Context: an optimization exercise on an open-source flow, tuned for small area, a short achievable clock period and few clock cycles. The choices shown serve that exercise and are no tape-out recipe. Only simulation tests tie the RTL to the original design; equivalence was not proved. No activity file was given, so power comes from the tool's default toggle rates.

## TR
// qdec_Arith_decoder
module qdec_Arith_decoder (
    input  logic        clk,
    input  logic        rst_n,
    input  logic        arithInit,  
    input  logic        dec_run,    
    input  logic        EPMode,     
    input  logic [6:0]  ctxState,   
    output logic        dec_rdy,    
    output logic        ruiBin,
    output logic        ruiBin_vld,
    output logic [6:0]  ctxStateUpdate,
    input  logic [7:0]  bitstreamFetch,
    input  logic        bitstreamFetch_vld,
    output logic        bitstreamFetch_rdy
);
Size in the first run: roughly 1300 cells after synthesis, roughly 65 flip-flops.
Settings: LEC_CHECK=0, ABC_AREA=1, CAP_MARGIN=20, CORE_MARGIN=2, CORE_UTILIZATION=50, CTS_BUF_LIST=sky130_fd_sc_hd__clkbuf_4 sky130_fd_sc_hd__clkbuf_8, SETUP_SLACK_MARGIN=4.1, SLEW_MARGIN=20; clock period 8.0 ns.
run.sh (not shown) runs the stock make flow with config.mk's settings and CLKGATE_MAP_FILE= SYNTH_SCRIPT=/design/flow/synth_recipe.tcl, a recipe that flattens the netlist after the stock synthesis.
TR completed; timing, DRC and antenna clean
Testbench counts of TR, summed over its fixed seeds: cycles 32,096.
> inputs changed (TR -> JK)
- changing SETUP_SLACK_MARGIN from 4.1 to 4
Notes after the runs:
Number of antenna violations at the first check in global routing was lower in the run labelled TR. Worst setup slack, JK and TR: lower on TR. A critical-path cell with the highest stage delay of clkdlybuf4s50_1 is what TR shows, while dlygate4sd2_1 belongs to JK. Compared with TR, in JK final cell area excluding filler cells down 1.5%; area occupied by multi-input gates level. Wire: JK routes less than TR. Between JK and TR, it is JK whose number of logic inverters in the finished layout is lower, by 1.


qdec_Arith_decoder again, from the RTL that the note above started with.
make LEC_CHECK=0 ABC_AREA=1 CAP_MARGIN=20 CORE_MARGIN=2 CORE_UTILIZATION=50 CTS_BUF_LIST='sky130_fd_sc_hd__clkbuf_4 sky130_fd_sc_hd__clkbuf_8' PLACE_DENSITY=0.7 SETUP_SLACK_MARGIN=4 SLEW_MARGIN=20 finish   # period 8.0 ns
Testbench counts at the start, summed over its fixed seeds: cycles 32,096.
Rerun with:
==> flow/flow/run.sh (new file) <==
#!/bin/bash
# The standard layout (the standard.sh, unchanged synthesis and flow steps), with one
# difference: the buffers ORFS puts on the input and output ports are buf_4 cells instead
# of the delay cells buffer_ports picks by default. ORFS's output goes to standard.log.
set -euo pipefail
export BUFFER_PORTS_ARGS="-buffer_cell sky130_fd_sc_hd__buf_4"
bash standard.sh > standard.log 2>&1
==> flow/standard.sh (new file) <==
#!/bin/bash
# synth_recipe.tcl (not shown) runs the flow's synth.tcl, then flattens the netlist and writes it again
# the make line also repeats each setting of config.mk as NAME=value (left out here)
make -C /OpenROAD-flow-scripts/flow DESIGN_CONFIG=/design/flow/config.mk WORK_HOME=/design/flow/orfs CLKGATE_MAP_FILE= SYNTH_SCRIPT=/design/flow/synth_recipe.tcl "${@:-finish}"
- PLACE_DENSITY: 0.7 -> not set
- SETUP_SLACK_MARGIN: 4 -> 4.5
removed: flow/run.sh
Sequential share of layout area drops by 2.0 points.
Total power went up by 14%.
Setup slack improves by 0.25 ns.
Core utilization rises by 7.6 points.
First-iteration DRC count shrinks by 4.4%.
Die area does not change.
Worst hold slack improves by 0.0091 ns.
Routed wire length rose by 12%.
Global-route usage rises by 2.1 points.
Sequential power climbs by about 2%.
Rerun with:
==> flow/flow/run.sh (replaced) <==
#!/bin/bash
# The standard layout (the standard.sh, unchanged synthesis and flow steps), with one
# difference: the buffers ORFS puts on the input and output ports are buf_2 cells instead
# of the delay cells buffer_ports picks by default. ORFS's output goes to standard.log.
set -euo pipefail
export BUFFER_PORTS_ARGS="-buffer_cell sky130_fd_sc_hd__buf_2"
bash standard.sh > standard.log 2>&1
- SETUP_SLACK_MARGIN: 4.5 -> 4
After rerunning: The changed run went through all stages and came out clean; maximum frequency is lower by 6.0%; total power is lower by 7.2%; routed wire length is lower by 11%; cell count is lower by 3.8%; final area is lower by 13%; sequential power is lower by about 2%.
Rerun with:
==> flow/flow/run.sh (replaced) <==
#!/bin/bash
# The standard layout (the standard.sh, unchanged synthesis and flow steps), with one
# difference: the buffers ORFS puts on the input and output ports are buf_4 cells instead
# of the delay cells buffer_ports picks by default. ORFS's output goes to standard.log.
set -euo pipefail
export BUFFER_PORTS_ARGS="-buffer_cell sky130_fd_sc_hd__buf_4"
bash standard.sh > standard.log 2>&1
- SETUP_SLACK_MARGIN: 4 -> 4.25
What happened:
- worst setup slack gets better by 0.17 ns
- cell count grows slightly
- clock power shrinks by about a fifth
- die area stays the same
- worst hold slack gets better by 0.011 ns
Rerun with:
==> flow/run.sh (new file) <==
#!/bin/bash
# synth_recipe.tcl (not shown) runs the flow's synth.tcl, then flattens the netlist and writes it again
# the make line also repeats each setting of config.mk as NAME=value (left out here)
make -C /OpenROAD-flow-scripts/flow DESIGN_CONFIG=/design/flow/config.mk WORK_HOME=/design/flow/orfs CLKGATE_MAP_FILE= SYNTH_SCRIPT=/design/flow/synth_recipe.tcl finish
removed: flow/flow/run.sh
removed: flow/standard.sh
Result: Synthesized cell count does not change. Utilization stays flat. Total power drops by 1.7%. Worst setup slack improved by 0.065 ns.

## port drivers added, routing unchanged
How much do the figures lean on ideal ports? The routed layouts below were timed once more, with nothing changed but the port constraints.
Step 1 (the two cells are an assumption about what drives the block):
set clk [get_ports {clk}]
set_driving_cell -lib_cell sky130_fd_sc_hd__clkbuf_16 $clk
set_driving_cell -lib_cell sky130_fd_sc_hd__buf_2 [delete_from_list [all_inputs] $clk]
Step 2 moves the port delays by t, midway between the first and last clock arrival at a register: inputs arrive t later, outputs are due t later. That takes back most of the time a late clock gives input paths.
Three values: ideal, step 1, step 2; two values: the first two.
run | shift t [ns] | setup slack, ns | worst setup path after step 2 | worst slew at a driven data input, ns | cell pins on the clock port's net
TR | 0.396 | 4.070 / 4.033 / 3.779 | input to register | 0.06 | 1
JK | 0.391 | 4.095 / 4.079 / 3.762 | input to register | 0.06 | 1
the first run of note 2 | 0.401 | 4.090 / 4.080 / 3.699 | input to register | 0.04 | 1
the second run of note 2 | 0.400 | 4.342 / 4.286 / 3.886 | input to register | 0.17 | 1
the third run of note 2 | 0.408 | 4.108 / 4.109 / 3.701 | input to register | 0.05 | 1
the fourth run of note 2 | 0.405 | 4.278 / 4.216 / 3.811 | input to register | 0.16 | 1
the fifth run of note 2 | 0.411 | 4.344 / 4.306 / 3.920 | input to register | 0.06 | 1
After both steps every run listed still meets setup and hold. The setup slack of the fourth run of note 2, which loses most, moves by -0.062 ns with the drivers and by -0.467 ns with both steps.
